This is an optimization exercise on Yosys and OpenROAD, whose aim is small area, not a production implementation. In this exercise RTL edits were held to simulation tests only and were not proved equivalent to the original. Power is estimated from default activity; no workload was simulated.

[flow/flow/run.sh]
#!/bin/bash
# Standard layout, with smaller port buffers, a clock tree of fewer and
# smaller buffers (no dummy loads), and power recovery (downsizing gates
# that have slack) after global routing.
set -euo pipefail
bash standard.sh \
  "BUFFER_PORTS_ARGS=-buffer_cell sky130_fd_sc_hd__buf_1" \
  "CTS_ARGS=-sink_clustering_enable -repair_clock_nets -dont_use_dummy_load -buf_list sky130_fd_sc_hd__clkbuf_8 -sink_clustering_size 20 -sink_clustering_max_diameter 60" \
  "RECOVER_POWER=100" \
  finish > standard.log 2>&1
[flow/standard.sh]
#!/bin/bash
# synth_recipe.tcl (not shown) runs the flow's synth.tcl, then flattens the netlist and writes it again
# the make line also repeats each setting of config.mk as NAME=value (left out here)
make -C /OpenROAD-flow-scripts/flow DESIGN_CONFIG=/design/flow/config.mk WORK_HOME=/design/flow/orfs CLKGATE_MAP_FILE= SYNTH_SCRIPT=/design/flow/synth_recipe.tcl "${@:-finish}"
[flow/config.mk]
export PLATFORM = sky130hd
export DESIGN_NAME = apb_slave
export DESIGN_NICKNAME = apb_slave
export VERILOG_FILES = /design/flow/design.v
export SDC_FILE = /design/flow/constraint.sdc
export NUM_CORES = 4
export LEC_CHECK = 0
export CAP_MARGIN = 20
export CORE_MARGIN = 2
export CORE_UTILIZATION = 55
export PLACE_DENSITY = 0.7
export SLEW_MARGIN = 20
export SYNTH_HIERARCHICAL = 1
export SYNTH_MINIMUM_KEEP_SIZE = 0
[flow/constraint.sdc]
create_clock -name core_clock -period 5.0 [get_ports {clk}]
set_input_delay 1.0000 -clock core_clock [delete_from_list [all_inputs] [get_ports {clk}]]
set_output_delay 1.0000 -clock core_clock [all_outputs]
set_load 0.01 [all_outputs]
[flow/design.v]
module apb_slave #(parameter ADDRW = 32, DATAW = 32)
  (
  input                    clk,
  input                    rst_n,
  input [ADDRW-1:0]        paddr,
  input                    pwrite,
  input                    psel,
  input                    penable,
  input [DATAW-1:0]        pwdata,
  output     [DATAW-1:0]   prdata
  );
  reg        w_st;
  reg        r_st;
  reg  [3:0] rsel;
  reg wr0, wr1, wr2, wr3, wr4, wr5, wr6, wr8, wr9;
  reg [27:0] d0;
  reg [31:0] d1;
  reg [29:0] d2;
  reg [31:0] d3;
  reg [31:0] d4;
  reg [29:0] d5;
  reg [31:0] d6;
  reg [31:0] d8;
  reg [31:0] d9;
  wire setup    = !w_st && !r_st;
  wire addr_ok  = (paddr[31:6] == 26'd0) && (paddr[1:0] == 2'd0);
  wire [3:0] ix = paddr[5:2];
  wire wcond    = w_st && psel && penable && pwrite && addr_ok;
  wire rcond    = r_st && psel && penable && !pwrite && addr_ok &&
                  !(ix[3] && (ix[2] || ix[1]));
  always @(negedge rst_n or posedge clk) begin
    if (!rst_n) begin
      w_st <= 1'b0;
      r_st <= 1'b0;
      rsel <= 4'd0;
      wr0 <= 1'b0;
      wr1 <= 1'b0;
      wr2 <= 1'b0;
      wr3 <= 1'b0;
      wr4 <= 1'b0;
      wr5 <= 1'b0;
      wr6 <= 1'b0;
      wr8 <= 1'b0;
      wr9 <= 1'b0;
    end else begin
      w_st <= setup && psel && !penable && pwrite;
      r_st <= setup && psel && !penable && !pwrite;
      rsel <= rcond ? (ix ^ 4'd7) : 4'd0;
      if (wcond) begin
        case (ix)
          4'd0: wr0 <= 1'b1;
          4'd1: wr1 <= 1'b1;
          4'd2: wr2 <= 1'b1;
          4'd3: wr3 <= 1'b1;
          4'd4: wr4 <= 1'b1;
          4'd5: wr5 <= 1'b1;
          4'd6: wr6 <= 1'b1;
          4'd8: wr8 <= 1'b1;
          4'd9: wr9 <= 1'b1;
          default: ;
        endcase
      end
    end
  end
  always @(posedge clk) begin
    if (wcond) begin
      case (ix)
        4'd0: d0 <= {pwdata[27:0]};
        4'd1: d1 <= {pwdata[31:0]};
        4'd2: d2 <= {pwdata[29:0]};
        4'd3: d3 <= {pwdata[31:0]};
        4'd4: d4 <= {pwdata[31:0]};
        4'd5: d5 <= {pwdata[31], pwdata[28:0]};
        4'd6: d6 <= {pwdata[31:0]};
        4'd8: d8 <= {pwdata[31:0]};
        4'd9: d9 <= {pwdata[31:0]};
        default: ;
      endcase
    end
  end
  wire [9:0] dec;
  assign dec[0] = !rsel[3] && rsel[2:0] == 3'd7;
  assign dec[1] = !rsel[3] && rsel[2:0] == 3'd6;
  assign dec[2] = !rsel[3] && rsel[2:0] == 3'd5;
  assign dec[3] = !rsel[3] && rsel[2:0] == 3'd4;
  assign dec[4] = !rsel[3] && rsel[2:0] == 3'd3;
  assign dec[5] = !rsel[3] && rsel[2:0] == 3'd2;
  assign dec[6] = !rsel[3] && rsel[2:0] == 3'd1;
  assign dec[7] = 1'b0;
  assign dec[8] = rsel[3] && rsel[0];
  assign dec[9] = rsel[3] && !rsel[0];
  wire s0 = dec[0] && wr0;
  wire s1 = dec[1] && wr1;
  wire s2 = dec[2] && wr2;
  wire s3 = dec[3] && wr3;
  wire s4 = dec[4] && wr4;
  wire s5 = dec[5] && wr5;
  wire s6 = dec[6] && wr6;
  wire s8 = dec[8] && wr8;
  wire s9 = dec[9] && wr9;
  wire nz0 = !((dec[1] && !wr1) || (dec[6] && !wr6));
  wire nz1 = !((dec[3] && !wr3));
  wire nz2 = !((dec[5] && !wr5));
  wire nz3 = !((dec[5] && !wr5) || (dec[9] && !wr9));
  wire nz4 = !((dec[3] && !wr3) || (dec[5] && !wr5));
  wire nz5 = !(dec[0]);
  wire nz6 = !(dec[2] || (dec[6] && !wr6) || (dec[9] && !wr9));
  wire nz7 = !((dec[9] && !wr9));
  wire y0_0;
  aoi222 u_aoi222_0 (s0, d0[0], s1, d1[0], s2, d2[0], y0_0);
  wire y0_1;
  aoi222 u_aoi222_1 (s3, d3[0], s4, d4[0], s5, d5[0], y0_1);
  wire y0_2;
  aoi222 u_aoi222_2 (s6, d6[0], s8, d8[0], s9, d9[0], y0_2);
  nand4m u_nand4m_0 (y0_0, y0_1, y0_2, nz0, prdata[0]);
  wire y1_0;
  aoi222 u_aoi222_3 (s0, d0[1], s1, d1[1], s2, d2[1], y1_0);
  wire y1_1;
  aoi222 u_aoi222_4 (s3, d3[1], s4, d4[1], s5, d5[1], y1_1);
  wire y1_2;
  aoi222 u_aoi222_5 (s6, d6[1], s8, d8[1], s9, d9[1], y1_2);
  nand4m u_nand4m_1 (y1_0, y1_1, y1_2, nz1, prdata[1]);
  wire y2_0;
  aoi222 u_aoi222_6 (s0, d0[2], s1, d1[2], s2, d2[2], y2_0);
  wire y2_1;
  aoi222 u_aoi222_7 (s3, d3[2], s4, d4[2], s5, d5[2], y2_1);
  wire y2_2;
  aoi222 u_aoi222_8 (s6, d6[2], s8, d8[2], s9, d9[2], y2_2);
  nand4m u_nand4m_2 (y2_0, y2_1, y2_2, nz2, prdata[2]);
  wire y3_0;
  aoi222 u_aoi222_9 (s0, d0[3], s1, d1[3], s2, d2[3], y3_0);
  wire y3_1;
  aoi222 u_aoi222_10 (s3, d3[3], s4, d4[3], s5, d5[3], y3_1);
  wire y3_2;
  aoi222 u_aoi222_11 (s6, d6[3], s8, d8[3], s9, d9[3], y3_2);
  nand3m u_nand3m_0 (y3_0, y3_1, y3_2, prdata[3]);
  wire y4_0;
  aoi222 u_aoi222_12 (s0, d0[4], s1, d1[4], s2, d2[4], y4_0);
  wire y4_1;
  aoi222 u_aoi222_13 (s3, d3[4], s4, d4[4], s5, d5[4], y4_1);
  wire y4_2;
  aoi222 u_aoi222_14 (s6, d6[4], s8, d8[4], s9, d9[4], y4_2);
  nand3m u_nand3m_1 (y4_0, y4_1, y4_2, prdata[4]);
  wire y5_0;
  aoi222 u_aoi222_15 (s0, d0[5], s1, d1[5], s2, d2[5], y5_0);
  wire y5_1;
  aoi222 u_aoi222_16 (s3, d3[5], s4, d4[5], s5, d5[5], y5_1);
  wire y5_2;
  aoi222 u_aoi222_17 (s6, d6[5], s8, d8[5], s9, d9[5], y5_2);
  nand4m u_nand4m_3 (y5_0, y5_1, y5_2, nz3, prdata[5]);
  wire y6_0;
  aoi222 u_aoi222_18 (s0, d0[6], s1, d1[6], s2, d2[6], y6_0);
  wire y6_1;
  aoi222 u_aoi222_19 (s3, d3[6], s4, d4[6], s5, d5[6], y6_1);
  wire y6_2;
  aoi222 u_aoi222_20 (s6, d6[6], s8, d8[6], s9, d9[6], y6_2);
  nand4m u_nand4m_4 (y6_0, y6_1, y6_2, nz1, prdata[6]);
  wire y7_0;
  aoi222 u_aoi222_21 (s0, d0[7], s1, d1[7], s2, d2[7], y7_0);
  wire y7_1;
  aoi222 u_aoi222_22 (s3, d3[7], s4, d4[7], s5, d5[7], y7_1);
  wire y7_2;
  aoi222 u_aoi222_23 (s6, d6[7], s8, d8[7], s9, d9[7], y7_2);
  nand3m u_nand3m_2 (y7_0, y7_1, y7_2, prdata[7]);
  wire y8_0;
  aoi222 u_aoi222_24 (s0, d0[8], s1, d1[8], s2, d2[8], y8_0);
  wire y8_1;
  aoi222 u_aoi222_25 (s3, d3[8], s4, d4[8], s5, d5[8], y8_1);
  wire y8_2;
  aoi222 u_aoi222_26 (s6, d6[8], s8, d8[8], s9, d9[8], y8_2);
  nand3m u_nand3m_3 (y8_0, y8_1, y8_2, prdata[8]);
  wire y9_0;
  aoi222 u_aoi222_27 (s0, d0[9], s1, d1[9], s2, d2[9], y9_0);
  wire y9_1;
  aoi222 u_aoi222_28 (s3, d3[9], s4, d4[9], s5, d5[9], y9_1);
  wire y9_2;
  aoi222 u_aoi222_29 (s6, d6[9], s8, d8[9], s9, d9[9], y9_2);
  nand3m u_nand3m_4 (y9_0, y9_1, y9_2, prdata[9]);
  wire y10_0;
  aoi222 u_aoi222_30 (s0, d0[10], s1, d1[10], s2, d2[10], y10_0);
  wire y10_1;
  aoi222 u_aoi222_31 (s3, d3[10], s4, d4[10], s5, d5[10], y10_1);
  wire y10_2;
  aoi222 u_aoi222_32 (s6, d6[10], s8, d8[10], s9, d9[10], y10_2);
  nand3m u_nand3m_5 (y10_0, y10_1, y10_2, prdata[10]);
  wire y11_0;
  aoi222 u_aoi222_33 (s0, d0[11], s1, d1[11], s2, d2[11], y11_0);
  wire y11_1;
  aoi222 u_aoi222_34 (s3, d3[11], s4, d4[11], s5, d5[11], y11_1);
  wire y11_2;
  aoi222 u_aoi222_35 (s6, d6[11], s8, d8[11], s9, d9[11], y11_2);
  nand3m u_nand3m_6 (y11_0, y11_1, y11_2, prdata[11]);
  wire y12_0;
  aoi222 u_aoi222_36 (s0, d0[12], s1, d1[12], s2, d2[12], y12_0);
  wire y12_1;
  aoi222 u_aoi222_37 (s3, d3[12], s4, d4[12], s5, d5[12], y12_1);
  wire y12_2;
  aoi222 u_aoi222_38 (s6, d6[12], s8, d8[12], s9, d9[12], y12_2);
  nand3m u_nand3m_7 (y12_0, y12_1, y12_2, prdata[12]);
  wire y13_0;
  aoi222 u_aoi222_39 (s0, d0[13], s1, d1[13], s2, d2[13], y13_0);
  wire y13_1;
  aoi222 u_aoi222_40 (s3, d3[13], s4, d4[13], s5, d5[13], y13_1);
  wire y13_2;
  aoi222 u_aoi222_41 (s6, d6[13], s8, d8[13], s9, d9[13], y13_2);
  nand3m u_nand3m_8 (y13_0, y13_1, y13_2, prdata[13]);
  wire y14_0;
  aoi222 u_aoi222_42 (s0, d0[14], s1, d1[14], s2, d2[14], y14_0);
  wire y14_1;
  aoi222 u_aoi222_43 (s3, d3[14], s4, d4[14], s5, d5[14], y14_1);
  wire y14_2;
  aoi222 u_aoi222_44 (s6, d6[14], s8, d8[14], s9, d9[14], y14_2);
  nand3m u_nand3m_9 (y14_0, y14_1, y14_2, prdata[14]);
  wire y15_0;
  aoi222 u_aoi222_45 (s0, d0[15], s1, d1[15], s2, d2[15], y15_0);
  wire y15_1;
  aoi222 u_aoi222_46 (s3, d3[15], s4, d4[15], s5, d5[15], y15_1);
  wire y15_2;
  aoi222 u_aoi222_47 (s6, d6[15], s8, d8[15], s9, d9[15], y15_2);
  nand3m u_nand3m_10 (y15_0, y15_1, y15_2, prdata[15]);
  wire y16_0;
  aoi222 u_aoi222_48 (s0, d0[16], s1, d1[16], s2, d2[16], y16_0);
  wire y16_1;
  aoi222 u_aoi222_49 (s3, d3[16], s4, d4[16], s5, d5[16], y16_1);
  wire y16_2;
  aoi222 u_aoi222_50 (s6, d6[16], s8, d8[16], s9, d9[16], y16_2);
  nand4m u_nand4m_5 (y16_0, y16_1, y16_2, nz4, prdata[16]);
  wire y17_0;
  aoi222 u_aoi222_51 (s0, d0[17], s1, d1[17], s2, d2[17], y17_0);
  wire y17_1;
  aoi222 u_aoi222_52 (s3, d3[17], s4, d4[17], s5, d5[17], y17_1);
  wire y17_2;
  aoi222 u_aoi222_53 (s6, d6[17], s8, d8[17], s9, d9[17], y17_2);
  nand4m u_nand4m_6 (y17_0, y17_1, y17_2, nz2, prdata[17]);
  wire y18_0;
  aoi222 u_aoi222_54 (s0, d0[18], s1, d1[18], s2, d2[18], y18_0);
  wire y18_1;
  aoi222 u_aoi222_55 (s3, d3[18], s4, d4[18], s5, d5[18], y18_1);
  wire y18_2;
  aoi222 u_aoi222_56 (s6, d6[18], s8, d8[18], s9, d9[18], y18_2);
  nand3m u_nand3m_11 (y18_0, y18_1, y18_2, prdata[18]);
  wire y19_0;
  aoi222 u_aoi222_57 (s0, d0[19], s1, d1[19], s2, d2[19], y19_0);
  wire y19_1;
  aoi222 u_aoi222_58 (s3, d3[19], s4, d4[19], s5, d5[19], y19_1);
  wire y19_2;
  aoi222 u_aoi222_59 (s6, d6[19], s8, d8[19], s9, d9[19], y19_2);
  nand4m u_nand4m_7 (y19_0, y19_1, y19_2, nz2, prdata[19]);
  wire y20_0;
  aoi222 u_aoi222_60 (s0, d0[20], s1, d1[20], s2, d2[20], y20_0);
  wire y20_1;
  aoi222 u_aoi222_61 (s3, d3[20], s4, d4[20], s5, d5[20], y20_1);
  wire y20_2;
  aoi222 u_aoi222_62 (s6, d6[20], s8, d8[20], s9, d9[20], y20_2);
  nand4m u_nand4m_8 (y20_0, y20_1, y20_2, nz2, prdata[20]);
  wire y21_0;
  aoi222 u_aoi222_63 (s0, d0[21], s1, d1[21], s2, d2[21], y21_0);
  wire y21_1;
  aoi222 u_aoi222_64 (s3, d3[21], s4, d4[21], s5, d5[21], y21_1);
  wire y21_2;
  aoi222 u_aoi222_65 (s6, d6[21], s8, d8[21], s9, d9[21], y21_2);
  nand3m u_nand3m_12 (y21_0, y21_1, y21_2, prdata[21]);
  wire y22_0;
  aoi222 u_aoi222_66 (s0, d0[22], s1, d1[22], s2, d2[22], y22_0);
  wire y22_1;
  aoi222 u_aoi222_67 (s3, d3[22], s4, d4[22], s5, d5[22], y22_1);
  wire y22_2;
  aoi222 u_aoi222_68 (s6, d6[22], s8, d8[22], s9, d9[22], y22_2);
  nand3m u_nand3m_13 (y22_0, y22_1, y22_2, prdata[22]);
  wire y23_0;
  aoi222 u_aoi222_69 (s0, d0[23], s1, d1[23], s2, d2[23], y23_0);
  wire y23_1;
  aoi222 u_aoi222_70 (s3, d3[23], s4, d4[23], s5, d5[23], y23_1);
  wire y23_2;
  aoi222 u_aoi222_71 (s6, d6[23], s8, d8[23], s9, d9[23], y23_2);
  nand4m u_nand4m_9 (y23_0, y23_1, y23_2, nz2, prdata[23]);
  wire y24_0;
  aoi222 u_aoi222_72 (s0, d0[24], s1, d1[24], s2, d2[24], y24_0);
  wire y24_1;
  aoi222 u_aoi222_73 (s3, d3[24], s4, d4[24], s5, d5[24], y24_1);
  wire y24_2;
  aoi222 u_aoi222_74 (s6, d6[24], s8, d8[24], s9, d9[24], y24_2);
  nand3m u_nand3m_14 (y24_0, y24_1, y24_2, prdata[24]);
  wire y25_0;
  aoi222 u_aoi222_75 (s0, d0[25], s1, d1[25], s2, d2[25], y25_0);
  wire y25_1;
  aoi222 u_aoi222_76 (s3, d3[25], s4, d4[25], s5, d5[25], y25_1);
  wire y25_2;
  aoi222 u_aoi222_77 (s6, d6[25], s8, d8[25], s9, d9[25], y25_2);
  nand4m u_nand4m_10 (y25_0, y25_1, y25_2, nz2, prdata[25]);
  wire y26_0;
  aoi222 u_aoi222_78 (s0, d0[26], s1, d1[26], s2, d2[26], y26_0);
  wire y26_1;
  aoi222 u_aoi222_79 (s3, d3[26], s4, d4[26], s5, d5[26], y26_1);
  wire y26_2;
  aoi222 u_aoi222_80 (s6, d6[26], s8, d8[26], s9, d9[26], y26_2);
  nand3m u_nand3m_15 (y26_0, y26_1, y26_2, prdata[26]);
  wire y27_0;
  aoi222 u_aoi222_81 (s0, d0[27], s1, d1[27], s2, d2[27], y27_0);
  wire y27_1;
  aoi222 u_aoi222_82 (s3, d3[27], s4, d4[27], s5, d5[27], y27_1);
  wire y27_2;
  aoi222 u_aoi222_83 (s6, d6[27], s8, d8[27], s9, d9[27], y27_2);
  nand4m u_nand4m_11 (y27_0, y27_1, y27_2, nz2, prdata[27]);
  wire y28_0;
  aoi222 u_aoi222_84 (s1, d1[28], s2, d2[28], s3, d3[28], y28_0);
  wire y28_1;
  aoi222 u_aoi222_85 (s4, d4[28], s5, d5[28], s6, d6[28], y28_1);
  wire y28_2;
  aoi22 u_aoi22_0 (s8, d8[28], s9, d9[28], y28_2);
  nand4m u_nand4m_12 (y28_0, y28_1, y28_2, nz5, prdata[28]);
  wire y29_0;
  aoi222 u_aoi222_86 (s1, d1[29], s2, d2[29], s3, d3[29], y29_0);
  wire y29_1;
  aoi222 u_aoi222_87 (s4, d4[29], s6, d6[29], s8, d8[29], y29_1);
  wire y29_2;
  nand2m u_nand2m_0 (s9, d9[29], y29_2);
  nand4m u_nand4m_13 (y29_0, y29_1, y29_2, nz5, prdata[29]);
  wire y30_0;
  aoi222 u_aoi222_88 (s1, d1[30], s3, d3[30], s4, d4[30], y30_0);
  wire y30_1;
  aoi222 u_aoi222_89 (s6, d6[30], s8, d8[30], s9, d9[30], y30_1);
  nand3m u_nand3m_16 (y30_0, y30_1, nz6, prdata[30]);
  wire y31_0;
  aoi222 u_aoi222_90 (s1, d1[31], s3, d3[31], s4, d4[31], y31_0);
  wire y31_1;
  aoi222 u_aoi222_91 (s5, d5[29], s6, d6[31], s8, d8[31], y31_1);
  wire y31_2;
  nand2m u_nand2m_1 (s9, d9[31], y31_2);
  nand4m u_nand4m_14 (y31_0, y31_1, y31_2, nz7, prdata[31]);
endmodule
module aoi222 (input a1, input a2, input b1, input b2, input c1, input c2, output y);
  assign y = !((a1 && a2) || (b1 && b2) || (c1 && c2));
endmodule
module aoi22 (input a1, input a2, input b1, input b2, output y);
  assign y = !((a1 && a2) || (b1 && b2));
endmodule
module nand2m (input a, input b, output y);
  assign y = !(a && b);
endmodule
module nand3m (input a, input b, input c, output y);
  assign y = !(a && b && c);
endmodule
module nand4m (input a, input b, input c, input d, output y);
  assign y = !(a && b && c && d);
endmodule
==> notes.md <==
Crit Reg-Reg Endpoint: d3[4]
Post-Syn Area per Cell: 20.4 um2
R2R Setup Slk: 1860 ps
Resize count post-CTS: 0
Post-CTS setup buffer count: 0
Cts hold-fix bufs: 0
Clock share of power: 0.261
Critical path fanouts, max: 30
Arrival @ worst endpoint: 3350 ps
Post-route antenna net violation count: 0
Worst Hold Launch: r_st
#FFs+latches synth: 295
Hold WC Path Type: reg2reg
Crit Path Class: reg2out
Num CTS Buffers: 18
Synth unique cells: 36
Post-Layout Inst Area: 11500 um2
Nets: 720
Largest net degree at the start of global routing: 33
Fraction of layout cells with a size suffix above 1: 0.0539
DP Area: 11300 um2
Total grt overflow: 0
Routed wire length: 23.2 mm
Crit path time final: 4350 ps
VDD IR-drop max: 0.000183 V
Die X: 142 um
Logic pwr share: 0.016
Skew-Pair Late Insertion Delay: 530 ps
Initial core utilization: 0.560
Ant diodes: 0
Gpl congestion: 0.757
PD cells: 325 nW/um2
Crit Reg-Reg Startpoint: w_st
Clock tree from TritonCTS: built
First-pass GRT wire length: 35.0 mm
Total number of vias: 5960
Hold endpoint: r_st
Cells after Synth: 515
Worst path cell trace: nor2_1 -> and3_1 -> a222oi_1 -> nand4_1 -> buf_1
CTS Sinks: 295
CP max stage delay: 1370 ps
CP Capture Type: output pin
Drt drc: 0
I/O Pins: 101
CP max-delay cell: and3_1
Vias in the first global route: 5960
Root Buffer: clkbuf_8
Clk slew on worst S/H paths: 120 ps
Die span in y: 142 um
Max clock buf depth: 3
Worst Setup SP: rsel[0]
Core Footprint: 18700 um2
Worst r2r path cells: 3
Die area: 20200 um2
Initial antenna violation count: 0
RSZ-0062 raised after global routing: no
Syn Nets: 584
GR Util All Layers: 0.234
Rows: 50
Worst EP required: 4000 ps
Post-layout util: 0.614
Slew headroom: -0.588
Htree depth: 1
Port-buffer cells: 100
Layout check faults: max-capacitance violations, max-slew violations
Outcome: complete, but fails checks
Pleak: 3.57 nW
Startpoint Class: flop
Sequential-to-total area share from yosys stat: 0.838
Net switching power: 0.000688 W
Fin Clk Skew: 21.7 ps
DP Wirelength: 13.1 mm
DRT iter0 DRCs: 848
Largest cells by area after synthesis: edfxtp_1 80%, a222oi_1 8.8%, dfrtp_1 3.6%, nand4_1 0.95%, nand3_1 0.86%
Achievable Freq: 0.230 GHz
Net Sw Frac: 0.184
Vias/cell: 6.75
Post-synth EDFFs: 280
# setup viols final: 0
Cell taking the most area after synthesis: edfxtp_1
Top-area cell type share of the netlist area: 0.802
Area Growth Syn to Fin: 9.48%
WHS Path Cells: 1
Average wire per standard cell: 26.3 um
Internal power: 0.00304 W
Final Hold Vio Count: 0
Pre-antenna DRT Iters: 5
Share of async-settable or async-resettable flops after synthesis: 0.0508
Reg power frac: 0.724
Worst Tran Pin Value: 2380 ps
Fin Setup TNS: 0 ps
Tcrit/Tclk final: 0.870
Max Slew Vio Count: 252
Mapped cell area: 10500 um2
Max cap viols: 8
Total power: 0.00373 W
Yosys warns: 7
Ys flop type: edfxtp_1
## state kept, by name, summed over array words and instances (netlist names)
name	cells
wr5	1
wr3	1
d0	28
wr0	1
d8	32
wr2	1
rsel	4
d1	32
d2	30
wr8	1
d3	32
d9	32
wr9	1
w_st	1
wr1	1
d5	30
r_st	1
wr4	1
d4	32
d6	32
wr6	1
## layout by cell type, fill, tap and decap left out, drive strengths merged, types with 4 or more instances in the layout
master,count
a222oi,92
a41o,8
and3,7
buf,74
clkbuf,62
dfrtp,15
edfxtp,280
inv,5
nand2,12
nand3,18
nand4,17
nor2,17
nor2b,5
nor3,10
nor4b,4
## layout make-up
cell class | instances | area [um2]
Tap cell | 234 | 293
Timing Repair Buffer | 118 | 465
Multi-Input combinational cell | 213 | 1670
Inverter | 5 | 18.8
Clock buffer | 18 | 248
Sequential cell | 295 | 8780
Fill cell | 1356 | 7230
## power by group through the flow
stage | Sequential, W | Clock, W | Combinational (W)
6_report | 0.00270 | 0.000972 | 0.0000579
3_3_place_gp | 0.00276 | 0 | 0.0000538
4_1_cts | 0.00270 | 0.000997 | 0.0000585
3_5_place_dp | 0.00276 | 0 | 0.0000586
5_1_grt | 0.00270 | 0.00109 | 0.0000660
2_1_floorplan | 0.00276 | 0 | 0.00000871
## per-stage QoR
stage | hold WS [ps] | std cells | setup WS (ps)
floorplan | 424 | 515 | 246
global placement | 448 | 865 | 1740
detailed placement | 455 | 865 | 1610
CTS | 467 | 883 | 990
global route | 482 | 883 | 455
finish | 467 | 883 | 652
## synth_stat cells, types with 2 or more instances
cell type  instances
edfxtp_1         280
a222oi_1          92
nand3_1           18
nand4_1           16
nor2_1            16
dfrtp_1           15
nand2_1           12
nor3_1            10
a41o_1             8
and3_1             7
inv_1              5
nor2b_1            5
a21oi_1            3
nor4b_1            3
nor4_1             2
nor4bb_1           2
or4_4              2
## modules after synthesis (local to each module, per instance)
| module | flip-flops and latches | cells | copies in the design |
|---|---|---|---|
| nand3m | 0 | 1 | 17 |
| aoi22 | 0 | 1 | 1 |
| nand2m | 0 | 1 | 2 |
| nand4m | 0 | 1 | 15 |
| apb_slave | 295 | 388 | 1 |
| aoi222 | 0 | 1 | 92 |
## worst max-delay path: cells and delay by family (launching register included)
| kind | cells | cell delay, ps |
|---|---|---|
| buf+inv | 1 | 170 |
| compound gates | 1 | 350 |
| flops | 1 | 470 |
| simple gates | 3 | 1830 |
## layer usage
metal  routed length (um)  up-vias  track usage
met2                11500      314        0.398
met4                  494        0       0.0579
met1                 9170     3014        0.323
met3                 2050       36       0.0347
met5                    0        -            0
li1                     -     2596            -
## how the worst max path moves through the flow
| stage | cells after the start | end |
|---|---|---|
| 3_5_place_dp | 7 | prdata[17] |
| 5_1_grt | 5 | prdata[28] |
| 4_1_cts | 7 | prdata[17] |
| 3_3_place_gp | 6 | d3[8] |
| 6_report | 5 | prdata[31] |
| 2_1_floorplan | 4 | prdata[28] |
## cells by family after synthesis
kind of cell | Yosys count | share of synthesized area
simple gates | 106 | 0.0587
flops | 295 | 0.838
buf+inv | 7 | 0.00334
compound gates | 107 | 0.100

## re-timing with driven ports
No port has a modelled driver above. Below, the same layout with a new extraction and two added sets of constraints. Step 1 (the two cells are an assumption about what drives the block):
set clk [get_ports {clk}]
set_driving_cell -lib_cell sky130_fd_sc_hd__clkbuf_16 $clk
set_driving_cell -lib_cell sky130_fd_sc_hd__buf_2 [delete_from_list [all_inputs] $clk]
Step 2 times the ports against the registers' clock, not the clock port: input delays grow and output delays shrink by t, the midpoint of the rising clock arrivals with the driver on. Three values: no drivers, after step 1, after step 2; two values: the first two.
t (ns): 0.553
slack for setup (ns): 0.652 / 0.614 / 0.443
worst hold slack (ns): 0.467 / 0.467 / 0.467
worst setup path at the end: input to register
clock arrival spread, ns: 0.026 / 0.026
The setup slack of this run moves by -0.038 ns with the drivers and by -0.209 ns with both steps.
